This design comes from an exercise in tuning for small area on the open sky130 flow, not from production work. RTL that was checked went through simulation tests only; none was proved equivalent to the original. For runs 3 to 7, only the layout was checked, not whether the RTL still works. Power figures rest on the tool's default switching activity, not on a simulated workload.

==> flow/design.v <==
`default_nettype none
module sync (
    input clk,
    input in,
    input rst,
    output reg sync_out
);
    reg intermediate;
    always @(posedge clk) begin
        if ( rst ) begin
            intermediate <= 0;
        end else begin
            intermediate <= in;
        end
    end
    always @(posedge clk) begin
        if ( rst ) begin
            sync_out <= 0;
        end else begin
            sync_out <= intermediate;
        end
    end
endmodule
module edge_detect (
    input clk,
    input rst,
    input signal,
    output reg p_edge,
    output reg n_edge
);
    reg [1:0] ff;
    always @(posedge clk) begin
        if ( rst ) begin
            ff <= 2'b00;
        end else begin
            ff <= {ff[0],signal};
        end
    end
    always @(*) begin
        if (ff == 2'b01 ) begin
            p_edge = 1;
            n_edge = 0;
        end else if (ff == 2'b10 ) begin
            p_edge = 0;
            n_edge = 1;
        end else begin
            p_edge = 0;
            n_edge = 0;
        end
    end
endmodule
`default_nettype none
module i2s_decoder (
    input clk,
    input rst,
    input sck,
    input ws,
    input sd,
    output reg [15:0] left_channel,
    output reg [15:0] right_channel,
    output sample_clk
    );
    reg [15:0] buffer;
    reg [3:0] counter;
    wire sck_p;
    wire sck_n;
    wire ws_p;
    wire ws_n;
    reg wsd;
    reg wsd1;
    wire wsp;
    edge_detect u_edge_detect_sck(
    	.clk    (clk    ),
        .rst    (rst    ),
        .signal (sck ),
        .p_edge (sck_p ),
        .n_edge (sck_n) 
    );
    always @(posedge clk) begin
        if (rst) begin
            wsd <= 0;
        end else if (sck_p) begin
            wsd <= ws;
        end
    end
    always @(posedge clk) begin
        if (rst) begin
            wsd1 <= 0;
        end else if (sck_p) begin
            wsd1 <= wsd;
        end
    end
    assign wsp = wsd ^ wsd1;
    always @(posedge clk) begin
        if (rst) begin
            counter <= 4'd0;
        end else if (sck_n) begin
            if (wsp) begin
                counter <= 4'd15;
            end
            else if (counter != 0) begin
                counter <= counter - 1;
            end 
        end
    end
    always @(posedge clk) begin
        if (rst) begin
            buffer <= 16'd0;
        end else if (sck_p) begin
            buffer[counter] <= sd;
        end
    end
    always @(posedge clk) begin
        if (rst) begin
            right_channel <= 16'd0;
            left_channel <= 16'd0;
        end else if (sck_p) begin
            if ( wsp & ~wsd ) begin
                right_channel <= buffer;
            end else if (wsp & wsd) begin
                left_channel <= buffer;
            end 
        end
    end
    assign sample_clk = wsp & ~wsd;
endmodule
`default_nettype none
module dsdac(input clk, input rst, input en, input signed [15:0] signal, output reg bitstream);
    reg signed [16:0] signal_register;
    reg signed [16:0] ddc;
    always @(posedge clk) begin
        if (rst) begin
            signal_register <= 0;
        end else if (en) begin
            signal_register <= signal_register + signal - ddc;    
        end
    end
   always @(*) begin
        if ( signal_register > 0 ) begin
            bitstream = 1;
            ddc = 32767;
        end else begin
            bitstream = 0;
            ddc = -32768;
        end
    end
endmodule
module ema_filter (
    input clk,
    input rst,
    input sample_clk,
    input signed [15:0] alpha,
    input signed [15:0] signal_in,
    output reg signed [15:0] filtered
);
    reg signed [31:0] state;  
    reg signed [15:0] state_trunc;  
/*verilator lint_off WIDTH*/
    always @(posedge clk) begin
        if (rst) begin
            state <= 0;
        end else if (sample_clk) begin
            state <= state + (alpha*(signal_in-state_trunc));
        end
    end
    always_comb begin
        state_trunc = state[31:16];
        filtered = state_trunc;
    end
endmodule
/*verilator lint_on WIDTH*/
module log10_filter (
    input clk,
    input rst,
    input sample_clk,
    input [14:0] signal,
    output reg [5:0] out_log
);
  reg [5:0] log_table [0:2**15-1];  
    initial begin
        $readmemb("log_lut.mem",log_table);
    end
    always @(posedge clk) begin
        if (rst) begin
            out_log <= 6'd0;
        end else if (sample_clk) begin
            out_log <= log_table[signal];
        end
    end
endmodule
module abs_filter (
    input clk,
    input rst,
    input signed [15:0] signal,
    output [14:0] out_abs
);
    reg [15:0] out_abs_int;
    always @(posedge clk) begin
        if (rst) begin
            out_abs_int <= 16'd0;
        end else if ( signal < 0 ) begin
            out_abs_int <= -signal;
        end else begin
            out_abs_int <= signal;
        end
    end
    assign out_abs = out_abs_int[14:0];
endmodule
`default_nettype none
module tb_hw (
    input clk, 
    input rst,
    output out_test, 
    input uart_rx, 
    output rpi_tx, 
    input sck_in,
    input ws_in,
    input sd_in,
    output out_test2,
    output [7:0] led
);
    wire [15:0] right_channel;
    wire [15:0] left_channel;
    wire sample_clk;
    dsdac u_dsdac_left(
    	.clk    (clk    ),
        .rst    (rst    ),
        .en (1'b1),
        .signal (left_channel ),
        .bitstream (out_test)
    );
    dsdac u_dsdac_right(
    	.clk    (clk    ),
        .rst    (rst    ),
        .en (1'b1),
        .signal (right_channel ),
        .bitstream (out_test2)
    );
    sync u_sync_2(
        .clk      (clk      ),
        .in       (uart_rx       ),
        .rst      (rst      ),
        .sync_out (rpi_tx )
    );
    wire sck;
    wire ws;
    wire sd;
    sync u_sync_sck(
    	.clk      (clk      ),
        .in       (sck_in       ),
        .rst      (rst      ),
        .sync_out (sck) 
    );
    sync u_sync_ws(
        .clk      (clk      ),
        .in       (ws_in       ),
        .rst      (rst      ),
        .sync_out (ws )
    );
    sync u_sync_sd(
    	.clk      (clk      ),
        .in       (sd_in       ),
        .rst      (rst      ),
        .sync_out (sd )
    );
    i2s_decoder u_i2s_decoder(
    	.clk           (clk           ),
        .rst           (rst           ),
        .sck           (sck           ),
        .ws            (ws            ),
        .sd            (sd            ),
        .left_channel  (left_channel  ),
        .right_channel (right_channel ),
        .sample_clk    ( sample_clk  )
    );
    wire [15:0] ema_filtered;
    ema_filter u_ema_filter(
    	.clk        (clk        ),
        .rst        (rst        ),
        .sample_clk (sample_clk ),
        .alpha      (16'sd10      ),
        .signal_in  (right_channel  ),
        .filtered   (ema_filtered   )
    );
    wire [14:0] abs_signal;
    abs_filter u_abs_filter(
    	.clk     (clk     ),
        .rst     (rst     ),
        .signal  (ema_filtered  ),
        .out_abs (abs_signal )
    );
    wire [5:0] log_signal;
    log10_filter u_log10_filter(
    	.clk        (clk        ),
        .rst        (rst        ),
        .sample_clk (1'b1 ),
        .signal     (abs_signal     ),
        .out_log    (log_signal    )
    );
    reg [7:0] led1;
    wire [7:0] led_rev;
    always @(posedge clk) begin
        if (rst) begin
            led1 <= 8'b0000_0000;
        end else if ( log_signal <= 7 ) begin
            led1 <= 8'b0000_0001;
        end else if (log_signal > 7 && log_signal <= 13) begin
            led1 <= 8'b0000_0011;
        end else if (log_signal > 13 && log_signal <= 20) begin
            led1 <= 8'b0000_0111;
        end else if (log_signal > 20 && log_signal <= 26) begin
            led1 <= 8'b0000_1111;
        end else if (log_signal > 26 && log_signal <= 32) begin
            led1 <= 8'b0001_1111;
        end else if (log_signal > 32 && log_signal <= 39) begin
            led1 <= 8'b0011_1111;
        end else if (log_signal > 39 && log_signal < 46) begin
            led1 <= 8'b0111_1111;
        end else if (log_signal >= 46) begin
            led1 <= 8'b1111_1111;
        end
    end 
    assign led_rev = ~led1;
    assign led = {led_rev[0],led_rev[1],led_rev[2],led_rev[3],led_rev[4],led_rev[5],led_rev[6],led_rev[7]};
endmodule
==> flow/run.sh <==
#!/bin/bash
# synth_recipe.tcl (not shown) runs the flow's synth.tcl, then flattens the netlist and writes it again
# the make line also repeats each setting of config.mk as NAME=value (left out here)
make -C /OpenROAD-flow-scripts/flow DESIGN_CONFIG=/design/flow/config.mk WORK_HOME=/design/flow/orfs CLKGATE_MAP_FILE= SYNTH_SCRIPT=/design/flow/synth_recipe.tcl finish
==> flow/config.mk <==
export PLATFORM = sky130hd
export DESIGN_NAME = tb_hw
export DESIGN_NICKNAME = tb_hw
export VERILOG_FILES = /design/flow/design.v
export SDC_FILE = /design/flow/constraint.sdc
export NUM_CORES = 4
export LEC_CHECK = 0
export CAP_MARGIN = 20
export CORE_MARGIN = 2
export CORE_UTILIZATION = 40
export SLEW_MARGIN = 20
export SYNTH_MEMORY_MAX_BITS = 262144
==> flow/constraint.sdc <==
create_clock -name core_clock -period 10.0 [get_ports {clk}]
set_input_delay 2.0000 -clock core_clock [delete_from_list [all_inputs] [get_ports {clk}]]
set_output_delay 2.0000 -clock core_clock [all_outputs]
set_load 0.01 [all_outputs]
Not shown: flow/log_lut.mem
==> metrics.md, run 1 <==
| Metric | Value |
|---|---|
| Top flop regs | u_ema_filter.state (31), u_dsdac_left.signal_register (17), u_dsdac_right.signal_register (17) |
| WL final | approximately 27000 µm |
| Non-filler instance count after layout | about 1900 |
| Routing usage on met3 | 2.49% |
| CLK BUF | 20 |
| Initial core utilization | between 40% and 50% |
| Area taken by multi-input logic gates | between 0.007 and 0.008 mm² |
| RSZ-0062 raised after global routing | false |
| Outcome | finished clean |
| IO Port Bufs | 16 |
| DP Worst Slack | 3190 ps |
| Initial DRC count | 696 |
| Filler cell count | around 3000 |
| Met2 wire length | between 10000 and 15000 µm |
| Main combinational cell family by area after synthesis | compound AO/OA/AOI/OAI gates |
| CP startpoint | u_ema_filter.state[17] |
| Number of flip-flops in the largest register | 31 |
| Crit start category | flip-flop |
| Mux share of post-synthesis cell area | just under 3% |
| Worst path depth | 29 |
| GR peak layer | met2 |
| Met1 Resource Use GR | approximately a quarter |
| Synth top area cells | dfxtp_1 (26%), ha_1 (12%), fa_1 (5.9%) |
| XOR/XNOR share of the synthesized area | 6.67% |
| Top power group | combinational logic |
| P_comb | 0.943 mW |
| Commonest cells in the netlist | inv_1 (182), nor2_1 (163), dfxtp_1 (158) |
| Asr flop ratio synth | 0% |
| Worst Path Buf+Inv | 1 |
| Synth cell types | between 60 and 70 |
| Worst Skew | 11.1 ps |
| Sequential power share | a little under a third |
| Final Cycle Share | about 69% |
==> inputs of run 2 (changes only) <==
==> flow/design.v (replaced) <==
`default_nettype none
`default_nettype none
`default_nettype none
module rca #(parameter N = 8) (
    input  [N-1:0] a,
    input  [N-1:0] b,
    input          ci,
    output [N-1:0] s
);
    wire [N:0] c;
    assign c[0] = ci;
    genvar i;
    generate
        for (i = 0; i < N; i = i + 1) begin : bit_
            assign s[i]   = a[i] ^ b[i] ^ c[i];
            assign c[i+1] = (a[i] & b[i]) | (c[i] & (a[i] ^ b[i]));
        end
    endgenerate
endmodule
`default_nettype none
module tb_hw (
    input clk,
    input rst,
    output out_test,
    input uart_rx,
    output rpi_tx,
    input sck_in,
    input ws_in,
    input sd_in,
    output out_test2,
    output [7:0] led
);
    reg uart_m, uart_s;
    reg sck_m, sck_s;
    reg ws_m, ws_s;
    reg sd_m, sd_s;
    always @(posedge clk) begin
        if (rst) begin
            uart_m <= 1'b0; uart_s <= 1'b0;
            sck_m  <= 1'b0; sck_s  <= 1'b0;
        end else begin
            uart_m <= uart_rx; uart_s <= uart_m;
            sck_m  <= sck_in;  sck_s  <= sck_m;
        end
    end
    always @(posedge clk) begin
        ws_m <= ws_in; ws_s <= ws_m;
        sd_m <= sd_in; sd_s <= sd_m;
    end
    assign rpi_tx = uart_s;
    reg [1:0] sck_ff;
    always @(posedge clk) begin
        if (rst) sck_ff <= 2'b00;
        else     sck_ff <= {sck_ff[0], sck_s};
    end
    wire sck_p = sck_ff[0] & ~sck_ff[1];
    wire sck_n = ~sck_ff[0] & sck_ff[1];
    reg wsd, wsd1;
    always @(posedge clk) begin
        if (rst) begin
            wsd <= 1'b0; wsd1 <= 1'b0;
        end else if (sck_p) begin
            wsd <= ws_s; wsd1 <= wsd;
        end
    end
    wire wsp = wsd ^ wsd1;
    wire sample_clk = wsp & ~wsd;
    reg [3:0] counter;
    always @(posedge clk) begin
        if (rst) counter <= 4'd0;
        else if (sck_n) begin
            if (wsp) counter <= 4'd15;
            else if (counter != 4'd0) counter <= counter - 4'd1;
        end
    end
    reg [15:0] buffer;
    always @(posedge clk) begin
        if (rst) buffer <= 16'd0;
        else if (sck_p) buffer[counter] <= sd_s;
    end
    reg [15:0] left_channel, right_channel;
    always @(posedge clk) begin
        if (rst) begin
            left_channel <= 16'd0; right_channel <= 16'd0;
        end else if (sck_p & wsp) begin
            if (wsd) left_channel  <= buffer;
            else     right_channel <= buffer;
        end
    end
    reg [16:0] dac_l, dac_r;
    wire [16:0] dac_l_nx, dac_r_nx;
    wire pos_l = ~dac_l[16];
    wire pos_r = ~dac_r[16];
    rca #(17) u_add_l (.a(dac_l), .b({pos_l, ~left_channel[15],  left_channel[14:0]}),  .ci(pos_l), .s(dac_l_nx));
    rca #(17) u_add_r (.a(dac_r), .b({pos_r, ~right_channel[15], right_channel[14:0]}), .ci(pos_r), .s(dac_r_nx));
    always @(posedge clk) begin
        if (rst) begin
            dac_l <= {17{1'b1}}; dac_r <= {17{1'b1}};
        end else begin
            dac_l <= dac_l_nx;
            dac_r <= dac_r_nx;
        end
    end
    assign out_test  = pos_l;
    assign out_test2 = pos_r;
    reg [30:0] ema;
    wire [15:0] ema_hi = ema[30:15];
    wire [16:0] ema_d;
    wire [19:0] ema_d5;
    wire [30:0] ema_nx;
    rca #(17) u_ema_sub (.a({right_channel[15], right_channel}), .b(~{ema_hi[15], ema_hi}), .ci(1'b1), .s(ema_d));
    wire [16:0] ema_dg = ema_d & {17{sample_clk}};
    rca #(18) u_ema_x5 (.a({{3{ema_dg[16]}}, ema_dg[16:2]}), .b({ema_dg[16], ema_dg}), .ci(1'b0), .s(ema_d5[19:2]));
    assign ema_d5[1:0] = ema_dg[1:0];
    rca #(31) u_ema_acc (.a(ema), .b({{11{ema_d5[19]}}, ema_d5}), .ci(1'b0), .s(ema_nx));
    always @(posedge clk) begin
        if (rst) ema <= 31'd0;
        else ema <= ema_nx;
    end
    wire [14:0] mag = ema_hi[15] ? (~ema_hi[14:0] + 15'd1) : ema_hi[14:0];
    wire [2:0] lvl = {2'b00, mag >= 15'd5} + {2'b00, mag >= 15'd19} + {2'b00, mag >= 15'd93}
                   + {2'b00, mag >= 15'd368} + {2'b00, mag >= 15'd1464} + {2'b00, mag >= 15'd7336}
                   + {2'b00, mag >= 15'd29205};
    reg [2:0] lvl1, lvl2, lvl3;
    reg on;
    always @(posedge clk) begin
        if (rst) begin
            lvl1 <= 3'd0; lvl2 <= 3'd0;
        end else begin
            lvl1 <= lvl; lvl2 <= lvl1;
        end
    end
    always @(posedge clk) begin
        lvl3 <= lvl2;
        on <= ~rst;
    end
    wire [7:0] bar = {8{on}} & {lvl3 == 3'd7, lvl3 >= 3'd6, lvl3 >= 3'd5, lvl3 >= 3'd4,
                                lvl3 >= 3'd3, lvl3 >= 3'd2, lvl3 >= 3'd1, 1'b1};
    assign led = ~{bar[0], bar[1], bar[2], bar[3], bar[4], bar[5], bar[6], bar[7]};
endmodule
removed: flow/log_lut.mem
==> run 2 against run 1 <==
- now fails the layout checks on negative setup slack
- clock power down 6.0%
- routed wire length down 45%
- final area down 32%
- core utilization up 4.8 points
- largest cell class unchanged
==> metrics.md, run 2 <==
| Metric | Value |
|---|---|
| Fin. Hold Viols | 0 |
| Most common cell after layout, fill and taps aside | dfxtp_1 |
| Initial antenna violation count | 0 |
| Combinational share of power | between 10% and 20% |
| CP endpoint kind | flip-flop |
| Total power | 1.53 mW |
| SO Faults | negative setup slack |
| Critical R2R Capture | ema[30] |
| Synth Area per Inst | between 10 and 15 µm² |
| CTS tree | yes |
| Non-filler instance count after layout | 1022 (-47%) |
| R2r startpoint | right_channel[0] |
| Most frequent cells in the layout | dfxtp_1 (137), nand2_1 (95), inv_1 (61), nor2_1 (56), a21oi_1 (50) |
| Synth top area cells | dfxtp_1 (38%), fa_1 (26%), nand2_1 (5.2%) |
| First-pass iteration count of the detailed router | 4 |
| Die area | between 0.015 and 0.02 mm² |
| Mapped cell area | 0.00739 mm² |
| P_int | approximately 1.1 mW |
| Core area | around 0.018 mm² |
| Worst setup path category | flip-flop to flip-flop |
| Worst-path clk slew | 70 ps |
| DP Worst Slack | -2570 ps (-5770 ps) |
| Worst path slowest cell | fa_2 |
| Worst Skew | 9.67 ps (-1.40 ps) |
| Syn Nets | around 850 |
| Asr flop ratio synth | 0% (unchanged) |
| Actual slew at the worst max-slew pin | between 900 and 1000 ps |
| Worst Path Buf+Inv | 2 (+1) |
| Clock Sinks | 139 |
| Top Ports | 17 |
| Root Buffer Master | clkbuf_16 |
| Initial core utilization | 41.0% (+0.53 points) |
| Switching pwr | between 0.3 and 0.4 mW |
| Vias in the first global route | 5356 |
| Final Cycle Share | 125% (+56 points) |
| Initial DRC count | 229 (-67%) |
| Worst r2r path cells | 38 |
| # rows | between 40 and 50 |
| CP top delay family | adder cells |
| Final #Nets | 890 |
| Pleak | roughly 3.1 nW |
| Worst Hold End | lvl3[2] |
| CTS max path bufs | 2 |
| Share of cells above drive strength 1 | 22.7% |
| Worst path depth | 38 (+31%) |
| Total number of vias | slightly above 5000 |
| Max-slew violations | 0 |
| CP Max Fanout | 2 |
| Maximum clock rate | around 80 MHz |
| Top flop regs | ema (31), dac_l (17), dac_r (17) |
| Number of flip-flops in the largest register | 31 (unchanged) |
| Die height | ~140 µm |
| R2r setup slk | -2520 ps |
| WHS | 328 ps |
| Pwr dens | around 170 mW/mm² |
| Outcome | failed layout checks |
| Mapped Cells | between 700 and 800 |
| Setup violators final | 8 |
| Largest reg by FF count | ema |
| Synthesis-to-finish area growth | 19.5% |
| CP most frequent cell | fa_2 |
| WL final | 15100 µm (-45%) |
| Worst Hold Class | flip-flop to flip-flop |
| Sw frac | 25.7% |
| Clock power share | between 40% and 50% |
| IO Port Bufs | 16 (unchanged) |
| Die Width | between 100 and 150 µm |
| Max cap viols | 0 |
| Worst Slack Setup Final | -2520 ps |
| Final min period | roughly 13000 ps |
| Relative slew margins | 35.3% |
| Post-synth EDFFs | 0 |
| Global Route Usage Sum | between 10% and 20% |
| Hpwl dp | approximately 11000 µm |
| CP arrival | 12800 ps |
| Count leader, synth | dfxtp_1 |
| Syn. warnings | 1 |
| Synth cell types | 55 (-19%) |
| Num CTS Buffers | 17 |
| Grt total ovfl | 0 |
| CP max stage delay | 580 ps |
| Worst IR Drop VDD | around 0.13 mV |
| Routed Antenna Nets | 0 |
| N_diodes | 0 |
| First-pass GRT wire length | ~26000 µm |
| Hold Startpoint | lvl2[2] |
| Vias per cell | around 5.0 |
| Post-synthesis sequential area ratio | a little under two fifths |
| Largest net degree at the start of global routing | a little over 100 |
| Sequential power share | 42.8% (+12 points) |
| Yosys top cell area share | a little under two fifths |
| Worst Hold Depth | 0 |
| Crit start category | flip-flop |
| Worst-Skew Late Latency | about 430 ps |
| Number of synthesized register bits | roughly 140 |
| Req. time, crit path | approximately 10000 ps |
| RSZ-0062 raised after global routing | true |
| Cts-stage hold buffer count | 0 |
| Top_reg_cell synth | dfxtp_1 |
| DRC viols | 0 |
| Commonest cells in the netlist | dfxtp_1 (139), nand2_1 (103), fa_1 (95) |
| H-tree lvl count | 4 |
| Top cell type by total area after synthesis | dfxtp_1 |
| GPL Wtd Cong | about 0.9 |
| Wirelength per Cell | 14.8 µm |
| Inst Count DP | just under 1000 |
run 2: changes by cell type after synthesis, moves of 20 or more:
cell,previous run,this run
or2_2,1,33
ha_1,118,9
nand2_1,148,103
mux2i_1,33,3
xnor2_1,66,12
nor2_1,163,57
xor2_1,25,2
clkbuf_1,49,29
a21oi_1,134,50
o21ai_0,64,4
inv_1,182,63
a21o_1,27,1
fa_1,35,95
run 2: power by group through the flow:
stage          logic, mW  registers (mW)  clock network [mW]
6_report           0.203           0.653               0.671
5_1_grt            0.242           0.662               0.706
4_1_cts            0.208           0.655               0.684
3_5_place_dp       0.197           0.666                   0
3_3_place_gp       0.191           0.664                   0
2_1_floorplan      0.145           0.660                   0
run 2: worst max path at each step:
stage	startpoint	end	slack, ps
3_3_place_gp	right_channel[0]	ema[30]	-2390
5_1_grt	right_channel[0]	ema[30]	-2860
2_1_floorplan	right_channel[0]	ema[30]	-2290
6_report	right_channel[0]	ema[30]	-2520
4_1_cts	right_channel[0]	ema[30]	-2580
3_5_place_dp	right_channel[0]	ema[30]	-2570
run 2: cells by family after synthesis:
group	after synthesis	synth area share, %
buffers and inverters	94	4.79
adder cells (fa/ha/maj)	104	27.3
multiplexers	3	0.407
AO/OA/AOI/OAI	104	9.71
XOR/XNOR	14	1.66
flip-flops	139	37.7
AND/OR/NAND/NOR	277	18.5
run 2: repair_timing:
action / CTS / global route
buffers inserted: 0 / 0
setup endpoints to repair: 8 / 9
gates resized for setup: 0 / 2
pin swaps: 0 / 3
hold endpoints to repair: 0 / 0
run 2: layout make-up:
class                   count  area, µm²
fillers                  1655       9200
multi-input cells         502       4420
flip-flops and latches    139       2790
repair buffers             57        465
clock buffers              17        425
well taps                 229        287
inverters                  63        236
clock inverters            15        205
run 2: per-layer routing:
layer,share of wire [%],vias to the layer above,GRT usage (%)
met5,0,-,0
met4,1.6,0,6.05
met3,2.7,18,3.23
met2,51,76,28.3
met1,45,2498,21.3
li1,-,2480,-
run 2: per-stage QoR:
step	cell area, µm²	utilization (%)	TNS [ps]
finish	8830	49.0	-11540
global route	8830	49.0	-14050
detailed placement	8180	45.4	-12090
CTS	8810	48.9	-12150
global placement	8180	45.4	-10970
floorplan	7550	-	-10300
==> inputs of run 3 (changes only) <==
==> flow/design.v (replaced) <==
`default_nettype none
`default_nettype none
`default_nettype none
module rca #(parameter N = 8) (
    input  [N-1:0] a,
    input  [N-1:0] b,
    input          ci,
    output [N-1:0] s
);
    wire [N:0] c;
    assign c[0] = ci;
    genvar i;
    generate
        for (i = 0; i < N; i = i + 1) begin : bit_
            assign s[i]   = a[i] ^ b[i] ^ c[i];
            assign c[i+1] = (a[i] & b[i]) | (c[i] & (a[i] ^ b[i]));
        end
    endgenerate
endmodule
`default_nettype none
module tb_hw (
    input clk,
    input rst,
    output out_test,
    input uart_rx,
    output rpi_tx,
    input sck_in,
    input ws_in,
    input sd_in,
    output out_test2,
    output [7:0] led
);
    wire rstn = ~rst;
    reg uart_m, uart_s;
    reg sck_m, sck_s;
    reg ws_m, ws_s;
    reg sd_m, sd_s;
    always @(posedge clk) begin
        uart_m <= uart_rx & rstn;
        uart_s <= uart_m & rstn;
        sck_m  <= sck_in & rstn;
        sck_s  <= sck_m & rstn;
    end
    always @(posedge clk) begin
        ws_m <= ws_in; ws_s <= ws_m;
        sd_m <= sd_in; sd_s <= sd_m;
    end
    assign rpi_tx = uart_s;
    reg sck_d1, sck_d2;
    always @(posedge clk) begin
        sck_d1 <= sck_s & rstn;
        sck_d2 <= sck_d1 & rstn;
    end
    wire sck_p = sck_d1 & ~sck_d2;
    wire sck_n = ~sck_d1 & sck_d2;
    wire p_ld = sck_p & rstn;
    wire p_hd = ~sck_p & rstn;
    reg wsd, wsd1;
    always @(posedge clk) begin
        wsd  <= (ws_s & p_ld) | (wsd  & p_hd);
        wsd1 <= (wsd  & p_ld) | (wsd1 & p_hd);
    end
    wire wsp = wsd ^ wsd1;
    wire sample_clk = wsp & ~wsd;
    reg [3:0] counter;
    always @(posedge clk) begin
        if (rst) counter <= 4'd0;
        else if (sck_n) begin
            if (wsp) counter <= 4'd15;
            else if (counter != 4'd0) counter <= counter - 4'd1;
        end
    end
    reg [15:0] buffer;
    wire sd_r = sd_s & rstn;
    genvar gi;
    generate
        for (gi = 0; gi < 16; gi = gi + 1) begin : g_buf
            wire wr = rst | (sck_p & (counter == gi));
            always @(posedge clk) buffer[gi] <= wr ? sd_r : buffer[gi];
        end
    endgenerate
    reg [15:0] left_channel, right_channel;
    wire ld_l = sck_p & wsp & wsd;
    wire ld_r = sck_p & wsp & ~wsd;
    wire l_ld = ld_l & rstn, l_hd = ~ld_l & rstn;
    wire r_ld = ld_r & rstn, r_hd = ~ld_r & rstn;
    always @(posedge clk) begin
        left_channel  <= (buffer & {16{l_ld}}) | (left_channel  & {16{l_hd}});
        right_channel <= (buffer & {16{r_ld}}) | (right_channel & {16{r_hd}});
    end
    reg [16:0] dac_l, dac_r;
    wire [16:0] dac_l_nx, dac_r_nx;
    wire pos_l = ~dac_l[16];
    wire pos_r = ~dac_r[16];
    rca #(17) u_add_l (.a(dac_l), .b({pos_l, ~left_channel[15],  left_channel[14:0]}),  .ci(pos_l), .s(dac_l_nx));
    rca #(17) u_add_r (.a(dac_r), .b({pos_r, ~right_channel[15], right_channel[14:0]}), .ci(pos_r), .s(dac_r_nx));
    always @(posedge clk) begin
        dac_l <= dac_l_nx | {17{rst}};
        dac_r <= dac_r_nx | {17{rst}};
    end
    assign out_test  = pos_l;
    assign out_test2 = pos_r;
    reg [30:0] ema;
    wire [15:0] ema_hi = ema[30:15];
    wire [16:0] ema_d;
    wire [19:0] ema_d5;
    rca #(17) u_ema_sub (.a({right_channel[15], right_channel}), .b(~{ema_hi[15], ema_hi}), .ci(1'b1), .s(ema_d));
    wire [16:0] ema_dg = ema_d & {17{sample_clk}};
    rca #(18) u_ema_x5 (.a({{3{ema_dg[16]}}, ema_dg[16:2]}), .b({ema_dg[16], ema_dg}), .ci(1'b0), .s(ema_d5[19:2]));
    assign ema_d5[1:0] = ema_dg[1:0];
    wire [20:0] ema_lo_nx;
    rca #(21) u_ema_lo (.a({1'b0, ema[19:0]}), .b({1'b0, ema_d5}), .ci(1'b0), .s(ema_lo_nx));
    wire ema_inc = ema_lo_nx[20] & ~ema_d5[19];
    wire ema_dec = ~ema_lo_nx[20] & ema_d5[19];
    wire [10:0] ones, zeros;
    assign ones[0] = 1'b1;
    assign zeros[0] = 1'b1;
    generate
        for (gi = 1; gi < 11; gi = gi + 1) begin : g_pre
            assign ones[gi]  = ones[gi-1] & ema[19+gi];
            assign zeros[gi] = zeros[gi-1] & ~ema[19+gi];
        end
    endgenerate
    wire [10:0] ema_flip = ({11{ema_inc}} & ones) | ({11{ema_dec}} & zeros);
    wire [30:0] ema_nx = {ema[30:20] ^ ema_flip, ema_lo_nx[19:0]};
    always @(posedge clk) ema <= ema_nx & {31{rstn}};
    wire [14:0] mlo = ema_hi[14:0];
    wire neg = ema_hi[15];
    function automatic ge(input n, input [14:0] lo, input [15:0] t);
        ge = n ? (lo != 15'd0) && ({1'b0, lo} <= 16'd32768 - t) : ({1'b0, lo} >= t);
    endfunction
    wire [6:0] th = {ge(neg, mlo, 16'd29205), ge(neg, mlo, 16'd7336), ge(neg, mlo, 16'd1464),
                     ge(neg, mlo, 16'd368), ge(neg, mlo, 16'd93), ge(neg, mlo, 16'd19), ge(neg, mlo, 16'd5)};
    wire [2:0] lvl = {th[3], th[5] | (th[1] & ~th[3]), th[6] | (th[4] & ~th[5]) | (th[2] & ~th[3]) | (th[0] & ~th[1])};
    reg [2:0] lvl1, lvl2, lvl3;
    reg on;
    always @(posedge clk) begin
        lvl1 <= lvl & {3{rstn}};
        lvl2 <= lvl1 & {3{rstn}};
        lvl3 <= lvl2;
        on <= rstn;
    end
    wire [7:0] bar = {8{on}} & {lvl3 == 3'd7, lvl3 >= 3'd6, lvl3 >= 3'd5, lvl3 >= 3'd4,
                                lvl3 >= 3'd3, lvl3 >= 3'd2, lvl3 >= 3'd1, 1'b1};
    assign led = ~{bar[0], bar[1], bar[2], bar[3], bar[4], bar[5], bar[6], bar[7]};
endmodule
==> run 3 against run 2 <==
- the run now finishes clean
- die area fell by 3.2%
- final area decreased by 4.1%
- clock-buffer cell count unchanged
- flip-flop and latch count unchanged
- combinational power down 21%
- critical path type unchanged
==> metrics.md, run 3 <==
| Metric | Value |
|---|---|
| Number of synthesized register bits | 139 (unchanged) |
| Global Route Usage Sum | 16.7% (about the same) |
| WHS | 331 ps (+3.25 ps) |
| Worst r2r path cells | 45 (+18%) |
| Commonest cells in the netlist | dfxtp_1 (123), fa_1 (67), inv_1 (35) |
| Most frequent cells in the layout | dfxtp_1 (120), fa_1 (40), inv_1 (34), or2_2 (33) |
| # rows | 48 (-2.0%) |
| IO Port Bufs | 16 (unchanged) |
| Worst path slowest cell | fa_2 |
| Top_reg_cell synth | dfxtp_1 |
| M1 wire length | 6880 µm (+0.66%) |
| DRC viols | 0 (unchanged) |
| Worst Skew | 14.3 ps (+4.63 ps) |
| CP arrival | 9980 ps (-2820 ps) |
| Die Width | 138 µm (-1.6%) |
| Final min period | 9710 ps (-2810 ps) |
| Synth cell types | 55 (unchanged) |
| CTS max path bufs | 2 (unchanged) |
| Met2 wire length | 6790 µm (-11%) |
| Req. time, crit path | 10270 ps (about the same) |
| Post-synth EDFFs | 16 (+16) |
| Largest reg by FF count | ema |
| Initial antenna violation count | 0 (unchanged) |
| Largest net degree at the start of global routing | 88 (-14%) |
| Total power | 1.37 mW (-10%) |
| Worst-Skew Late Latency | 420 ps (about the same) |
| Clock Sinks | 139 (unchanged) |
| Max layer used | met4 |
| First-pass GRT wire length | 24100 µm (-7.6%) |
| Top cell type by total area after synthesis | dfxtp_1 |
| Post-synthesis sequential area ratio | 41.2% (+3.5 points) |
| Synthesis-to-finish area growth | 18.5% |
| Relative slew margins | 36.7% (+1.5 points) |
| Max cap viols | 0 (unchanged) |
| Worst-path clk slew | 60 ps (about the same) |
| Count leader, synth | dfxtp_1 |
| Asr flop ratio synth | 0% (unchanged) |
| Worst Hold Class | flip-flop to flip-flop |
| Grt total ovfl | 0 (unchanged) |
| Top flop regs | ema (31), dac_l (17), dac_r (17) |
| R2r startpoint | right_channel[0] |
| Area taken by multi-input logic gates | 0.00419 mm² (-5.3%) |
| Wirelength per Cell | 16.1 µm (+8.8%) |
| Cts-stage hold buffer count | 0 (unchanged) |
| Initial core utilization | 41.2% (+0.19 points) |
| GPL Wtd Cong | 0.853 (-2.5%) |
| Mapped Cells | 640 (-13%) |
| Num CTS Buffers | 17 (unchanged) |
| CP startpoint | right_channel[0] |
| Most common cell after layout, fill and taps aside | dfxtp_1 |
| Worst setup path category | flip-flop to flip-flop |
| Syn Nets | 737 (-13%) |
| First-pass iteration count of the detailed router | 5 (+1) |
| Filler cell count | 1533 (-7.4%) |
| Final Cycle Share | 97.1% (-28 points) |
| CP Max Fanout | 4 (+2) |
| Vias per cell | 5.18 (+4.4%) |
| Root Buffer Master | clkbuf_16 |
| Inst Count DP | 874 (-12%) |
| Worst Hold Depth | 0 (unchanged) |
| CTS tree | yes |
| Post-layout util | 48.8% (-0.22 points) |
| Hpwl dp | 10400 µm (-7.7%) |
| Post-CTS Setup Bufs | 0 (unchanged) |
| Share of cells above drive strength 1 | 24.5% (+1.8 points) |
| Total number of vias | 4695 (-7.4%) |
| WL final | 14600 µm (-3.5%) |
| Hold Startpoint | ws_m |
| Non-filler instance count after layout | 906 (-11%) |
| Pwr dens | 162 mW/mm² (-6.3%) |
| Outcome | finished clean |
| Pleak | 3.21 nW (+2.5%) |
| Top Ports | 17 (unchanged) |
| Crit start category | flip-flop |
| Routed Antenna Nets | 0 (unchanged) |
| Max-slew violations | 0 (unchanged) |
| Post-DP Area | 0.00764 mm² (-6.6%) |
| Vias in the first global route | 4749 (-11%) |
| Number of flip-flops in the largest register | 31 (unchanged) |
| Synth top area cells | dfxtp_1 (34%), fa_1 (19%), edfxtp_1 (6.7%) |
| Die area | 0.0189 mm² (-3.2%) |
| Die height | 138 µm (-1.6%) |
| CP endpoint kind | flip-flop |
| Worst IR Drop VDD | 0.120 mV (-10%) |
| N_diodes | 0 (unchanged) |
| Post-route cell area | 0.00846 mm² (-4.1%) |
| Register area | 0.00295 mm² (+5.8%) |
| Actual slew at the worst max-slew pin | 947 ps (-22.4 ps) |
| Fin. Hold Viols | 0 (unchanged) |
| CP max stage delay | 470 ps (-110 ps) |
| Yosys top cell area share | 34.5% (-3.2 points) |
| Synth Area per Inst | 11.2 µm² (+11%) |
| Maximum clock rate | 103 MHz (+29%) |
| H-tree lvl count | 4 (unchanged) |
| Initial DRC count | 320 (+40%) |
| Syn. warnings | 1 (unchanged) |
| Setup violators final | 0 (-8) |
| Core area | 0.0174 mm² (-3.7%) |
| WL met3 | 715 µm (+73%) |
| CP most frequent cell | ha_4 |
| Mapped cell area | 0.00714 mm² (-3.3%) |
| Final #Nets | 765 (-14%) |
## run 3: cell count changes in the layout (fill, tap and decap cells not counted), sizes merged, moves of 13 or more
cell | previous run | this run
inv | 71 | 42
nand2 | 103 | 28
fa | 95 | 67
edfxtp | 0 | 16
xor2 | 2 | 15
nor2 | 57 | 27
a22o | 0 | 32
ha | 9 | 24
o21ai | 4 | 23
a21oi | 50 | 19
dfxtp | 139 | 123
nor2b | 15 | 32
## run 3: where the power goes
group	switching [mW]	internal [mW]	total, mW
Combinational	0.0735	0.0877	0.161
Sequential	0.0247	0.614	0.639
Clock	0.251	0.320	0.571
Total	0.350	1.02	1.37
## run 3: kinds of logic (layout without fill, tap and decap cells)
| kind of cell | after synthesis | count (layout) | share of synthesized area [%] |
|---|---|---|---|
| and+or+nand+nor | 186 | 186 | 14.7 |
| AOI/OAI and AO/OA | 125 | 125 | 12.9 |
| buffers and inverters | 71 | 112 | 4.78 |
| DFF | 139 | 139 | 41.2 |
| adders and majority gates | 91 | 91 | 23.0 |
| muxes | 1 | 1 | 0.140 |
| xor gates and xnor gates | 27 | 27 | 3.31 |
## run 3: timing repair
item                                    in CTS  in global routing
pin swaps                                   13                 23
endpoints found under the hold margin        0                  0
gates resized for setup                     15                 40
endpoints found under the setup margin       9                  9
## run 3: per-layer routing
layer,up-vias,GRT usage (%)
met5,-,0
met4,0,5.96
met3,19,4.42
met2,105,25.8
met1,2314,22.6
li1,2257,-
## run 3: metrics by stage
| stage | setup slack [ps] | setup TNS, ps |
|---|---|---|
| after global routing | -24.8 | -24.8 |
| after global placement | -99.1 | -362 |
| after CTS | 2.94 | 0 |
| final | 294 | 0 |
| after detailed placement | -266 | -1240 |
| after floorplan | 34.1 | 0 |
## run 3: path summary, 6_finish.rpt
path                                end  slack (ps)
worst min register to register     ws_s         330
worst max-delay path            ema[28]         290
worst min-delay path               ws_s         330
worst max register to register  ema[28]         290
## run 3: layout make-up
type / instances / share of cell area (%)
inverters: 35 / 1.55
clock buffers: 17 / 5.03
well taps: 225 / 3.33
multi-input cells: 430 / 49.5
flip-flops and latches: 139 / 34.8
repair buffers: 45 / 4.45
clock inverters: 15 / 1.30
## run 3: worst max-delay path, delay by kind of cell (launching register included)
kind	cells	cell delay, ps
flip-flops	1	320
multiplexers	1	150
XOR/XNOR	2	330
adder cells (fa/ha/maj)	22	5010
AND/OR/NAND/NOR	5	1000
buffers and inverters	2	90
AO/OA/AOI/OAI	13	2630
==> inputs of run 4 (changes only) <==
--- a/flow/config.mk
+++ b/flow/config.mk
@@ -8,5 +8,7 @@
 export CAP_MARGIN = 20
 export CORE_MARGIN = 2
 export CORE_UTILIZATION = 40
+export CTS_CLUSTER_DIAMETER = 100
+export CTS_CLUSTER_SIZE = 40
 export SLEW_MARGIN = 20
 export SYNTH_MEMORY_MAX_BITS = 262144
==> run 4 against run 3 <==
- fmax unchanged
- critical path type unchanged
- sequential power about the same
- critical path depth unchanged
- hold slack unchanged
- clock skew unchanged
==> metrics.md, run 4 <==
| Metric | Value |
|---|---|
| Synth top area cells | dfxtp_1 (34%), fa_1 (19%), edfxtp_1 (6.7%) |
| Filler cell count | 1533 (unchanged) |
| GPL Wtd Cong | 0.853 (unchanged) |
| Cts-stage hold buffer count | 0 (unchanged) |
| Post-CTS Setup Bufs | 0 (unchanged) |
| Worst Slack Setup Final | 294 ps (unchanged) |
| Synthesis-to-finish area growth | 18.5% (unchanged) |
| Clock Sinks | 139 (unchanged) |
| Relative slew margins | 36.7% (unchanged) |
| Die Width | 138 µm (unchanged) |
| Mapped Cells | 640 (unchanged) |
| Asr flop ratio synth | 0% (unchanged) |
| Worst setup path category | flip-flop to flip-flop |
| Final #Nets | 765 (unchanged) |
| Syn. warnings | 1 (unchanged) |
| Max-slew violations | 0 (unchanged) |
| Req. time, crit path | 10270 ps (about the same) |
| Initial antenna violation count | 0 (unchanged) |
| Initial core utilization | 41.2% (unchanged) |
| Syn Nets | 737 (unchanged) |
| Pwr dens | 162 mW/mm² (unchanged) |
| CP arrival | 9980 ps (about the same) |
| Worst path depth | 45 (unchanged) |
| Actual slew at the worst max-slew pin | 947 ps (unchanged) |
| Root Buffer Master | clkbuf_16 |
| IO Port Bufs | 16 (unchanged) |
| Vias in the first global route | 4749 (unchanged) |
| Setup_tns | 0 ps (unchanged) |
| Worst path slowest cell | fa_2 |
| CP Max Fanout | 4 (unchanged) |
| Grt total ovfl | 0 (unchanged) |
| Setup violators final | 0 (unchanged) |
| Number of flip-flops in the largest register | 31 (unchanged) |
| Worst r2r path cells | 45 (unchanged) |
| Yosys top cell area share | 34.5% (unchanged) |
| Non-filler instance count after layout | 906 (unchanged) |
| CTS tree | yes |
| CP endpoint kind | flip-flop |
| Core area | 0.0174 mm² (unchanged) |
| Global Route Usage Sum | 16.7% (unchanged) |
| Fin. Hold Viols | 0 (unchanged) |
| Top Ports | 17 (unchanged) |
| Synth Area per Inst | 11.2 µm² (unchanged) |
| Share of cells above drive strength 1 | 24.5% (unchanged) |
| Outcome | finished clean |
| DP Worst Slack | -266 ps (unchanged) |
| # rows | 48 (unchanged) |
| Worst Hold Depth | 0 (unchanged) |
| DRC viols | 0 (unchanged) |
| Commonest cells in the netlist | dfxtp_1 (123), fa_1 (67), inv_1 (35) |
| Worst Skew | 14.3 ps (unchanged) |
| CP top delay family | adder cells |
| Initial DRC count | 320 (unchanged) |
| Post-route cell area | 0.00846 mm² (unchanged) |
| Post-synth EDFFs | 16 (unchanged) |
| Largest reg by FF count | ema |
| Largest net degree at the start of global routing | 88 (unchanged) |
| Num CTS Buffers | 17 (unchanged) |
| Routed Antenna Nets | 0 (unchanged) |
| Top flop regs | ema (31), dac_l (17), dac_r (17) |
| First-pass GRT wire length | 24100 µm (unchanged) |
| H-tree lvl count | 4 (unchanged) |
| Total number of vias | 4695 (unchanged) |
| WHS | 331 ps (unchanged) |
| CP most frequent cell | ha_4 |
| Worst Path Buf+Inv | 2 (unchanged) |
| CTS max path bufs | 2 (unchanged) |
| Hpwl dp | 10400 µm (unchanged) |
| First-pass iteration count of the detailed router | 5 (unchanged) |
| Top cell type by total area after synthesis | dfxtp_1 |
| Most frequent cells in the layout | dfxtp_1 (120), fa_1 (40), inv_1 (34), or2_2 (33) |
| Top_reg_cell synth | dfxtp_1 |
| Post-DP Area | 0.00764 mm² (unchanged) |
| Die area | 0.0189 mm² (unchanged) |
| Die height | 138 µm (unchanged) |
| WL final | 14600 µm (unchanged) |
| N_diodes | 0 (unchanged) |
| CP max stage delay | 470 ps (about the same) |
| Maximum clock rate | 103 MHz (unchanged) |
| Synth cell types | 55 (unchanged) |
| Most common cell after layout, fill and taps aside | dfxtp_1 |
| Worst-path clk slew | 60 ps (about the same) |
| Number of synthesized register bits | 139 (unchanged) |
| Worst-Skew Late Latency | 420 ps (about the same) |
| Pleak | 3.21 nW (unchanged) |
| Vias per cell | 5.18 (unchanged) |
| Mapped cell area | 0.00714 mm² (unchanged) |
| Final min period | 9710 ps (unchanged) |
| Worst Hold Class | flip-flop to flip-flop |
| Crit start category | flip-flop |
| Worst IR Drop VDD | 0.120 mV (unchanged) |
| Inst Count DP | 874 (unchanged) |
| Post-synthesis sequential area ratio | 41.2% (unchanged) |
| Wirelength per Cell | 16.1 µm (unchanged) |
| Max cap viols | 0 (unchanged) |
| Final Cycle Share | 97.1% (unchanged) |
| Count leader, synth | dfxtp_1 |
-- run 4: stage by stage --
| stage | utilization (%) | power [mW] |
|---|---|---|
| 2_1_floorplan | - | 0.766 |
| 3_3_place_gp | 44.0 | 0.807 |
| 3_5_place_dp | 44.0 | 0.812 |
| 4_1_cts | 47.5 | 1.39 |
| 5_1_grt | 48.8 | 1.45 |
| 6_report | 48.8 | 1.37 |
-- run 4: kinds of logic (layout without fill, tap and decap cells) --
group | Yosys count | count (layout) | share of synthesized area [%]
adders and majority gates | 91 | 91 | 23.0
muxes | 1 | 1 | 0.140
and+or+nand+nor | 186 | 186 | 14.7
DFF | 139 | 139 | 41.2
xor gates and xnor gates | 27 | 27 | 3.31
AOI/OAI and AO/OA | 125 | 125 | 12.9
buffers and inverters | 71 | 112 | 4.78
-- run 4: area by class of cell --
type                    instances  area, µm²  area share (%)
clock buffers                  17        425            5.03
well taps                     225        282            3.33
repair buffers                 45        377            4.45
flip-flops and latches        139       2950            34.8
multi-input cells             430       4190            49.5
inverters                      35        131            1.55
clock inverters                15        110            1.30
-- run 4: timing repair --
action / CTS / global route
resized for setup: 15 / 40
setup endpoints to repair: 9 / 9
pin swaps: 13 / 23
-- run 4: worst paths after layout --
| check | slack [ps] | endpoint | startpoint |
|---|---|---|---|
| worst min-delay path | 330 | ws_s | ws_m |
| worst max-delay path | 290 | ema[28] | right_channel[0] |
| worst min register to register | 330 | ws_s | ws_m |
| worst max register to register | 290 | ema[28] | right_channel[0] |
-- run 4: power breakdown --
part           total (mW)  leakage, nW  internal (mW)  switching (mW)
registers           0.639         1.17          0.614          0.0247
logic               0.161         1.78         0.0877          0.0735
clock network       0.571        0.262          0.320           0.251
total                1.37         3.21           1.02           0.350
-- run 4: worst reg2reg max path, delay by kind of cell (launching register included) --
kind                       cells  cell delay [ps]
AOI/OAI and AO/OA             13             2630
xor gates and xnor gates       2              330
adders and majority gates     22             5010
buffers and inverters          2               90
DFF                            1              320
muxes                          1              150
and+or+nand+nor                5             1000
-- run 4: metal layers --
| metal | GRT usage (%) | up-vias | wire (µm) |
|---|---|---|---|
| met2 | 25.8 | 105 | 6790 |
| met4 | 5.96 | 0 | 224 |
| li1 | - | 2257 | - |
| met5 | 0 | - | 0 |
| met3 | 4.42 | 19 | 715 |
| met1 | 22.6 | 2314 | 6880 |
==> inputs of run 5 (changes only) <==
--- a/flow/config.mk
+++ b/flow/config.mk
@@ -8,7 +8,7 @@
 export CAP_MARGIN = 20
 export CORE_MARGIN = 2
 export CORE_UTILIZATION = 40
-export CTS_CLUSTER_DIAMETER = 100
-export CTS_CLUSTER_SIZE = 40
+export CTS_BUF_LIST = sky130_fd_sc_hd__clkbuf_4 sky130_fd_sc_hd__clkbuf_8 sky130_fd_sc_hd__clkbuf_16
+export GPL_TIMING_DRIVEN = 0
 export SLEW_MARGIN = 20
 export SYNTH_MEMORY_MAX_BITS = 262144
==> run 5 against run 4 <==
- register-to-register slack got worse by 120 ps
- first-iteration DRC count increased by 3.8%
- routed wire length up 11%
- flip-flop and latch count stayed put
- critical path type unchanged
- critical endpoint unchanged
- highest routed layer unchanged
==> metrics.md, run 5 <==
| Metric | Value |
|---|---|
| Largest reg by FF count | ema |
| Mapped cell area | 0.00714 mm² (unchanged) |
| Worst setup path category | flip-flop to flip-flop |
| H-tree lvl count | 4 (unchanged) |
| Sequential power share | 43.9% (-2.7 points) |
| Synth top area cells | dfxtp_1 (34%), fa_1 (19%), edfxtp_1 (6.7%) |
| Die Width | 138 µm (unchanged) |
| Largest net degree at the start of global routing | 17 (-81%) |
| Crit start category | flip-flop |
| Max-slew violations | 0 (unchanged) |
| Final Cycle Share | 98.3% (+1.2 points) |
| Commonest cells in the netlist | dfxtp_1 (123), fa_1 (67), inv_1 (35) |
| Routed Antenna Nets | 0 (unchanged) |
| # rows | 48 (unchanged) |
| Core area | 0.0174 mm² (unchanged) |
| Combinational share of power | 11.5% (-0.3 points) |
| Wirelength per Cell | 17.5 µm (+8.8%) |
| CTS tree | yes |
| Number of synthesized register bits | 139 (unchanged) |
| Worst-path clk slew | 70 ps (about the same) |
| Clock Sinks | 139 (unchanged) |
| Most frequent cells in the layout | dfxtp_1 (120), fa_1 (40), inv_1 (33), or2_2 (33) |
| Post-synth EDFFs | 16 (unchanged) |
| Inst Count DP | 881 (+0.80%) |
| Top cell type by total area after synthesis | dfxtp_1 |
| GPL Wtd Cong | 0.913 (+7.0%) |
| Yosys top cell area share | 34.5% (unchanged) |
| CP Max Fanout | 4 (unchanged) |
| Max cap viols | 0 (unchanged) |
| WL final | 16200 µm (+11%) |
| Total number of vias | 4821 (+2.7%) |
| CP endpoint kind | flip-flop |
| Post-synthesis sequential area ratio | 41.2% (unchanged) |
| Vias per cell | 5.21 (+0.47%) |
| N_diodes | 0 (unchanged) |
| Count leader, synth | dfxtp_1 |
| Critical R2R Capture | ema[28] |
| First-pass GRT wire length | 26200 µm (+8.7%) |
| Fin. Hold Viols | 0 (unchanged) |
| Hpwl dp | 11700 µm (+12%) |
| Worst-Skew Late Latency | 430 ps (about the same) |
| Actual slew at the worst max-slew pin | 784 ps (-164 ps) |
| Syn Nets | 737 (unchanged) |
| P_int | 1.08 mW (+5.4%) |
| Global Route Usage Sum | 18.5% (+1.8 points) |
| Post-DP Area | 0.00763 mm² (-0.11%) |
| Non-filler instance count after layout | 926 (+2.2%) |
| Synth Area per Inst | 11.2 µm² (unchanged) |
| IO Port Bufs | 16 (unchanged) |
| Final min period | 9830 ps (+124 ps) |
| RSZ-0062 raised after global routing | true |
| Grt total ovfl | 0 (unchanged) |
| Pleak | 3.30 nW (+2.7%) |
| Top Ports | 17 (unchanged) |
| Most common cell after layout, fill and taps aside | dfxtp_1 |
| Hold Startpoint | lvl2[0] |
| CP most frequent cell | fa_2 |
| Syn. warnings | 1 (unchanged) |
| R2r setup slk | 170 ps (-120 ps) |
| Relative slew margins | 47.6% (+11 points) |
| Mapped Cells | 640 (unchanged) |
| First-pass iteration count of the detailed router | 6 (+1) |
| Share of cells above drive strength 1 | 24.3% (-0.27 points) |
| Worst Hold Depth | 0 (unchanged) |
| Setup violators final | 0 (unchanged) |
| Synth cell types | 55 (unchanged) |
| Worst path slowest cell | fa_2 |
| Worst r2r path cells | 32 (-29%) |
| Top_reg_cell synth | dfxtp_1 |
| Asr flop ratio synth | 0% (unchanged) |
| Post-route cell area | 0.00864 mm² (+2.1%) |
| Num CTS Buffers | 17 (unchanged) |
| Worst IR Drop VDD | 0.135 mV (+12%) |
| Sw frac | 26.2% (+0.67 points) |
| Worst Hold Class | flip-flop to flip-flop |
| R2r startpoint | right_channel[0] |
| CTS max path bufs | 2 (unchanged) |
| Die height | 138 µm (unchanged) |
| Cts-stage hold buffer count | 0 (unchanged) |
| Vias in the first global route | 4873 (+2.6%) |
| Top flop regs | ema (31), dac_l (17), dac_r (17) |
| Worst Skew | 16.9 ps (+2.56 ps) |
| Final #Nets | 785 (+2.6%) |
| Number of flip-flops in the largest register | 31 (unchanged) |
| CP arrival | 10140 ps (+160 ps) |
| Die area | 0.0189 mm² (unchanged) |
| Initial core utilization | 41.2% (unchanged) |
| Pwr dens | 169 mW/mm² (+4.1%) |
| Outcome | finished clean |
| Maximum clock rate | 102 MHz (-1.3%) |
| Initial antenna violation count | 0 (unchanged) |
| Req. time, crit path | 10310 ps (+40 ps) |
| DRC viols | 0 (unchanged) |
| Switching pwr | 0.382 mW (+9.1%) |
| Worst Hold End | lvl3[0] |
| Root Buffer Master | clkbuf_16 |
| Clock power share | 44.6% (+3.0 points) |
| Initial DRC count | 332 (+3.8%) |
| Synthesis-to-finish area growth | 21.0% |
| CP max stage delay | 600 ps (+130 ps) |
[run 5: changes by cell type in the layout (fill, tap and decap cells not counted), sizes merged]
cell / change
clkbuf: +18
buf: +2
clkinv: -2
clkinvlp: -2
inv: +2
bufinv: +1
clkdlybuf4s50: +1
[run 5: kinds of logic (layout without fill, tap and decap cells)]
kind of cell	after synthesis	in the layout	share of synthesized area, %
muxes	1	1	0.140
buffers and inverters	71	132	4.78
xor gates and xnor gates	27	27	3.31
and+or+nand+nor	186	186	14.7
AOI/OAI and AO/OA	125	125	12.9
adders and majority gates	91	91	23.0
DFF	139	139	41.2
[run 5: power by group through the flow]
stage	Combinational, mW	Clock, mW	Sequential [mW]
6_report	0.168	0.651	0.640
5_1_grt	0.200	0.689	0.647
4_1_cts	0.173	0.664	0.642
3_5_place_dp	0.168	0	0.652
3_3_place_gp	0.157	0	0.652
2_1_floorplan	0.120	0	0.646
[run 5: layout make-up]
type	count	area (µm²)
Inverter	35	134
Sequential cell	139	2950
Fill cell	1531	8710
Tap cell	225	282
Timing Repair Buffer	29	258
Clock inverter	14	168
Multi-Input combinational cell	430	4180
Buffer	36	216
Clock buffer	18	450
[run 5: worst max-delay path, delay by kind of cell, from the launching register on]
family,cells,cell delay (ps)
adder cells (fa/ha/maj),22,7640
buffers and inverters,2,90
AND/OR/NAND/NOR,5,1100
XOR/XNOR,2,340
multiplexers,1,160
flip-flops,1,360
[run 5: worst max path at each step]
stage	start	to	depth (start not counted)
global placement	right_channel[0]	ema[28]	45
detailed placement	right_channel[0]	ema[28]	38
floorplan	ema[15]	ema[28]	32
finish	right_channel[0]	ema[28]	32
CTS	right_channel[0]	ema[28]	43
global route	right_channel[0]	ema[28]	32
[run 5: repair_timing]
action                     CTS  global route
cloned                       0             0
pin swaps                   12            26
gates resized for setup     25            30
setup endpoints to repair   10             9
setup buffers                9             4
[run 5: layer usage]
| metal | global-route usage (%) | share of wire [%] |
|---|---|---|
| met2 | 29.6 | 48 |
| met3 | 3.72 | 4.2 |
| met5 | 0 | 0 |
| met4 | 6.47 | 1.7 |
| met1 | 25.0 | 46 |
[run 5: through the flow]
stage / worst slack, ps / util [%] / hold slack (ps) / total power [mW] / setup TNS [ps]
2_1_floorplan: 34.1 / - / 310 / 0.766 / 0
3_3_place_gp: -480 / 44.0 / 313 / 0.809 / -2320
3_5_place_dp: -669 / 44.0 / 312 / 0.821 / -3820
4_1_cts: 17.5 / 48.5 / 329 / 1.48 / 0
5_1_grt: -145 / 49.8 / 334 / 1.54 / -462
6_report: 170 / 49.8 / 326 / 1.46 / 0
==> inputs of run 6 (changes only) <==
--- a/flow/config.mk
+++ b/flow/config.mk
@@ -8,7 +8,8 @@
 export CAP_MARGIN = 20
 export CORE_MARGIN = 2
 export CORE_UTILIZATION = 40
-export CTS_BUF_LIST = sky130_fd_sc_hd__clkbuf_4 sky130_fd_sc_hd__clkbuf_8 sky130_fd_sc_hd__clkbuf_16
-export GPL_TIMING_DRIVEN = 0
+export CTS_BUF_LIST = sky130_fd_sc_hd__clkbuf_8
+export CTS_CLUSTER_DIAMETER = 80
+export CTS_CLUSTER_SIZE = 30
 export SLEW_MARGIN = 20
 export SYNTH_MEMORY_MAX_BITS = 262144
==> run 6 against run 5 <==
- non-clock buffer count decreased by 20
- final cell count fell by 2.2%
- clock power fell by 38%
- global-route usage decreased by 1.7 points
- first-iteration DRC count is 6.3% higher
- die area unchanged
- final area down 4.2%
- via count down 2.8%
- clock-buffer cell count fell by 1
- sequential power hardly changed
- critical path depth grew 10
- sequential share of layout area is 1.5 points higher
- largest power group is now sequential cells
==> metrics.md, run 6 <==
| Metric | Value |
|---|---|
| Outcome | finished clean |
| Total number of vias | 4688 (-2.8%) |
| DRC viols | 0 (unchanged) |
| Max-slew violations | 0 (unchanged) |
| # rows | 48 (unchanged) |
| First-pass GRT wire length | 24200 µm (-7.6%) |
| Synthesis-to-finish area growth | 15.9% |
| Initial antenna violation count | 0 (unchanged) |
| Req. time, crit path | 10290 ps (-20 ps) |
| Setup violators final | 0 (unchanged) |
| First-pass iteration count of the detailed router | 5 (-1) |
| CP max stage delay | 550 ps (-50 ps) |
| Relative slew margins | 39.1% (-8.6 points) |
| Core area | 0.0174 mm² (unchanged) |
| Worst Hold Class | flip-flop to flip-flop |
| Post-DP Area | 0.00764 mm² (+0.11%) |
| Top Ports | 17 (unchanged) |
| CP Max Fanout | 4 (unchanged) |
| Worst Skew | 17.5 ps (+0.611 ps) |
| CTS tree | yes |
| CP arrival | 10000 ps (-140 ps) |
| Total power | 1.20 mW (-17%) |
| Crit start category | flip-flop |
| CP most frequent cell | ha_4 |
| Post-CTS Setup Bufs | 0 (-9) |
| H-tree lvl count | 4 (unchanged) |
| Vias in the first global route | 4750 (-2.5%) |
| Die height | 138 µm (unchanged) |
| Top flop regs | ema (31), dac_l (17), dac_r (17) |
| Number of flip-flops in the largest register | 31 (unchanged) |
| Worst Hold Depth | 0 (unchanged) |
| Inst Count DP | 874 (-0.79%) |
| Root Buffer Master | clkbuf_8 |
| Fin. Hold Viols | 0 (unchanged) |
| Most frequent cells in the layout | dfxtp_1 (120), fa_1 (39), inv_1 (34), or2_2 (33) |
| Largest net degree at the start of global routing | 88 (+71) |
| Hpwl dp | 10400 µm (-11%) |
| Synth Area per Inst | 11.2 µm² (unchanged) |
| Worst-Skew Late Latency | 450 ps (+20 ps) |
| Die area | 0.0189 mm² (unchanged) |
| Top cell type by total area after synthesis | dfxtp_1 |
| Post-route cell area | 0.00828 mm² (-4.2%) |
| Global Route Usage Sum | 16.8% (-1.7 points) |
| Cts-stage hold buffer count | 0 (unchanged) |
| Initial core utilization | 41.2% (unchanged) |
| Mapped cell area | 0.00714 mm² (unchanged) |
| Num CTS Buffers | 17 (unchanged) |
| N_diodes | 0 (unchanged) |
| Worst setup path category | flip-flop to flip-flop |
| Routed Antenna Nets | 0 (unchanged) |
| Clock Sinks | 139 (unchanged) |
| Most common cell after layout, fill and taps aside | dfxtp_1 |
| Worst setup endpoint | ema[28] |
| IO Port Bufs | 16 (unchanged) |
| Critical R2R Capture | ema[28] |
| Maximum clock rate | 103 MHz (+1.3%) |
| Syn Nets | 737 (unchanged) |
| Actual slew at the worst max-slew pin | 912 ps (+128 ps) |
| Synth cell types | 55 (unchanged) |
| Final Cycle Share | 97.1% (-1.2 points) |
| Pwr dens | 145 mW/mm² (-14%) |
| Share of cells above drive strength 1 | 24.7% (+0.42 points) |
| Number of synthesized register bits | 139 (unchanged) |
| Worst IR Drop VDD | 0.0996 mV (-26%) |
| Wirelength per Cell | 16.2 µm (-7.8%) |
| Die Width | 138 µm (unchanged) |
| Final min period | 9710 ps (-123 ps) |
| GPL Wtd Cong | 0.853 (-6.6%) |
| Pleak | 3.13 nW (-5.2%) |
| Yosys top cell area share | 34.5% (unchanged) |
| Largest reg by FF count | ema |
| Synth top area cells | dfxtp_1 (34%), fa_1 (19%), edfxtp_1 (6.7%) |
| Vias per cell | 5.17 (-0.61%) |
| Top_reg_cell synth | dfxtp_1 |
| Worst-path clk slew | 80 ps (about the same) |
| Commonest cells in the netlist | dfxtp_1 (123), fa_1 (67), inv_1 (35) |
| Max cap viols | 0 (unchanged) |
| Count leader, synth | dfxtp_1 |
| R2r setup slk | 290 ps (+120 ps) |
| Post-synth EDFFs | 16 (unchanged) |
| Worst path slowest cell | fa_1 |
| Non-filler instance count after layout | 906 (-2.2%) |
| WL final | 14600 µm (-9.8%) |
| Syn. warnings | 1 (unchanged) |
| Asr flop ratio synth | 0% (unchanged) |
| Post-synthesis sequential area ratio | 41.2% (unchanged) |
| Initial DRC count | 353 (+6.3%) |
| CP startpoint | right_channel[0] |
| CTS max path bufs | 2 (unchanged) |
| Worst r2r path cells | 42 (+31%) |
| R2r startpoint | right_channel[0] |
| Grt total ovfl | 0 (unchanged) |
| CP endpoint kind | flip-flop |
| Final #Nets | 765 (-2.5%) |
| Mapped Cells | 640 (unchanged) |
[run 6: metal layers]
metal	share of wire (%)	up-vias	GRT usage (%)
met3	4.3	20	4.12
met2	46	103	26.0
met4	1.9	0	6.47
met5	0	-	0
li1	-	2250	-
met1	48	2315	22.7
[run 6: kinds of logic after synthesis]
kind of cell	share of synthesized area, %
muxes	0.140
and+or+nand+nor	14.7
xor gates and xnor gates	3.31
DFF	41.2
AOI/OAI and AO/OA	12.9
adders and majority gates	23.0
buffers and inverters	4.78
[run 6: how the worst min path moves through the flow]
| stage | startpoint | endpoint | slack [ps] |
|---|---|---|---|
| detailed placement | lvl2[2] | lvl3[2] | 310 |
| floorplan | lvl2[0] | lvl3[0] | 310 |
| global route | ws_m | ws_s | 350 |
| CTS | ws_m | ws_s | 340 |
| finish | ws_m | ws_s | 340 |
| global placement | ws_m | ws_s | 310 |
[run 6: final cells by class]
cell class / count / area (µm²)
Clock buffer: 17 / 234
Fill cell: 1563 / 9070
Tap cell: 225 / 282
Clock inverter: 15 / 110
Multi-Input combinational cell: 430 / 4200
Timing Repair Buffer: 45 / 377
Sequential cell: 139 / 2950
Inverter: 35 / 131
[run 6: what timing repair did]
action | CTS | global route
gates resized for setup | 16 | 43
endpoints found under the setup margin | 9 | 9
pin swaps | 14 | 23
[run 6: worst max-delay path: cells and delay by family (launching register included)]
family                   cells  cell delay [ps]
adder cells (fa/ha/maj)     22             5610
flip-flops                   1              320
buffers and inverters        2               90
multiplexers                 1              150
AO/OA/AOI/OAI               10             1960
XOR/XNOR                     2              330
AND/OR/NAND/NOR              5             1050
[run 6: metrics by stage]
step	hold slack (ps)	utilization [%]	worst slack (ps)	TNS, ps
after detailed placement	314	44.0	-266	-1240
after global placement	312	44.0	-99.1	-362
after floorplan	310	-	34.1	0
after global routing	349	47.7	-29.9	-29.9
final	335	47.7	293	0
after CTS	337	46.5	9.27	0
[run 6: where the power goes]
part           switching [mW]  total [mW]  internal, mW
Clock                   0.230       0.405         0.174
Combinational          0.0735       0.161        0.0876
Sequential             0.0247       0.638         0.613
==> inputs of run 7 (changes only) <==
--- a/flow/design.v
+++ b/flow/design.v
@@ -104,8 +104,10 @@
     wire [15:0] ema_hi = ema[30:15];
     wire [16:0] ema_d;
     wire [19:0] ema_d5;
-    rca #(17) u_ema_sub (.a({right_channel[15], right_channel}), .b(~{ema_hi[15], ema_hi}), .ci(1'b1), .s(ema_d));
-    wire [16:0] ema_dg = ema_d & {17{sample_clk}};
+    wire [15:0] ema_x  = right_channel & {16{sample_clk}};
+    wire [15:0] ema_nh = ~(ema_hi & {16{sample_clk}});
+    rca #(17) u_ema_sub (.a({ema_x[15], ema_x}), .b({ema_nh[15], ema_nh}), .ci(1'b1), .s(ema_d));
+    wire [16:0] ema_dg = ema_d;
     rca #(18) u_ema_x5 (.a({{3{ema_dg[16]}}, ema_dg[16:2]}), .b({ema_dg[16], ema_dg}), .ci(1'b0), .s(ema_d5[19:2]));
     assign ema_d5[1:0] = ema_dg[1:0];
     wire [20:0] ema_lo_nx;
--- a/flow/config.mk
+++ b/flow/config.mk
@@ -9,7 +9,5 @@
 export CORE_MARGIN = 2
 export CORE_UTILIZATION = 40
 export CTS_BUF_LIST = sky130_fd_sc_hd__clkbuf_8
-export CTS_CLUSTER_DIAMETER = 80
-export CTS_CLUSTER_SIZE = 30
 export SLEW_MARGIN = 20
 export SYNTH_MEMORY_MAX_BITS = 262144
==> run 7 against run 6 <==
- clock-buffer cell count unchanged
- largest power group unchanged
- critical endpoint is now ema[30]
- sequential power barely moved
- synthesized cell count is 2.3% lower
==> metrics.md, run 7 <==
| Metric | Value |
|---|---|
| Outcome | finished clean |
| Die area | 0.0189 mm² (-0.30%) |
| Asr flop ratio synth | 0% (unchanged) |
| Initial DRC count | 422 (+20%) |
| Die height | 137 µm (-0.15%) |
| XOR/XNOR share of the synthesized area | 1.48% (-1.8 points) |
| CP most frequent cell | fa_2 |
| DP Worst Slack | -313 ps (-46.7 ps) |
| Share of cells above drive strength 1 | 25.2% (+0.56 points) |
| Inst Count DP | 857 (-1.9%) |
| Worst-path clk slew | 80 ps (about the same) |
| First-pass GRT wire length | 23300 µm (-3.7%) |
| Req. time, crit path | 10310 ps (+20 ps) |
| Clock Sinks | 139 (unchanged) |
| IO Port Bufs | 16 (unchanged) |
| Actual slew at the worst max-slew pin | 966 ps (+54.4 ps) |
| Worst Skew | 13.9 ps (-3.55 ps) |
| Relative slew margins | 35.5% (-3.6 points) |
| Initial core utilization | 41.0% (-0.13 points) |
| Maximum clock rate | 104 MHz (+0.58%) |
| Synth Area in Adders | 25.2% (+2.2 points) |
| Core area | 0.0174 mm² (unchanged) |
| Largest reg by FF count | ema |
| Wirelength per Cell | 15.2 µm (-5.6%) |
| Crit start category | flip-flop |
| Die Width | 137 µm (-0.15%) |
| Max-slew violations | 0 (unchanged) |
| Cts-stage hold buffer count | 0 (unchanged) |
| CP max stage delay | 520 ps (-30 ps) |
| Yosys top cell area share | 34.6% (+0.11 points) |
| Final min period | 9650 ps (-55.8 ps) |
| N_diodes | 0 (unchanged) |
| Largest net degree at the start of global routing | 88 (unchanged) |
| Setup_tns | 0 ps (unchanged) |
| Worst IR Drop VDD | 0.0814 mV (-18%) |
| WL final | 13600 µm (-7.2%) |
| Top cell type by total area after synthesis | dfxtp_1 |
| Top flop regs | ema (31), dac_l (17), dac_r (17) |
| Simple-Gate Fraction of Synth Area | 16.0% (+1.3 points) |
| Most common cell after layout, fill and taps aside | dfxtp_1 |
| Max cap viols | 0 (unchanged) |
| CTS max path bufs | 2 (unchanged) |
| Worst path slowest cell | fa_2 |
| Non-filler instance count after layout | 891 (-1.7%) |
| Final Cycle Share | 96.5% (-0.56 points) |
| Initial antenna violation count | 0 (unchanged) |
| CTS tree | yes |
| Synthesis-to-finish area growth | 14.6% |
| Post-layout util | 47.0% (-0.70 points) |
run 7: report_power, final:
part	internal, mW	leakage, nW	total, mW	switching, mW
registers	0.614	1.17	0.638	0.0240
clock network	0.252	0.215	0.490	0.238
logic	0.0871	1.75	0.161	0.0739
run 7: final timing paths:
kind	start	endpoint	slack, ps	cells past startpoint
min	ws_m	ws_s	330	0
min reg2reg	ws_m	ws_s	330	0
max	wsd	ema[30]	350	35
max reg2reg	wsd	ema[30]	350	35
run 7: per-layer routing:
| layer | global-route usage [%] | routed length (µm) | up-vias |
|---|---|---|---|
| met1 | 21.9 | 6260 | 2222 |
| met3 | 4.38 | 620 | 17 |
| met5 | 0 | 0 | - |
| met4 | 5.96 | 169 | 0 |
| met2 | 24.6 | 6530 | 110 |
| li1 | - | - | 2151 |
run 7: cells by family after synthesis:
family	after synthesis
AOI/OAI and AO/OA	102
xor gates and xnor gates	12
adders and majority gates	94
buffers and inverters	79
DFF	139
muxes	2
and+or+nand+nor	197
run 7: what timing repair did:
| item | CTS | global route |
|---|---|---|
| setup buffers | 2 | 0 |
| resized for setup | 23 | 30 |
| pin swaps | 9 | 13 |
| setup endpoints to repair | 9 | 9 |
run 7: stage by stage:
stage          cell area (µm²)  power [mW]  hold WS, ps
2_1_floorplan             7150       0.767          310
3_3_place_gp              7580       0.808          312
3_5_place_dp              7580       0.813          312
4_1_cts                   8090        1.31          334
5_1_grt                   8160        1.36          338
6_report                  8160        1.29          334
run 7: cell type report:
type	instances	area (µm²)	share of cell area (%)
inverters	43	161	1.98
clock inverters	15	188	2.30
repair buffers	45	373	4.57
well taps	225	282	3.45
flip-flops and latches	139	2950	36.1
multi-input cells	407	3980	48.8
clock buffers	17	234	2.87
run 7: worst max-delay path, delay by kind of cell (launching register included):
family / cells / cell delay (ps)
adder cells (fa/ha/maj): 24 / 7960
AND/OR/NAND/NOR: 4 / 690
buffers and inverters: 5 / 300
flip-flops: 1 / 340
XOR/XNOR: 1 / 180
AO/OA/AOI/OAI: 1 / 60

Setup slack of run 7, layout unchanged: 0.348 ns with ideal ports, 0.348 ns with driving cells assumed (clock clkbuf_16, inputs buf_2), 0.348 ns with port delays also shifted by the 0.490 ns mid clock arrival.
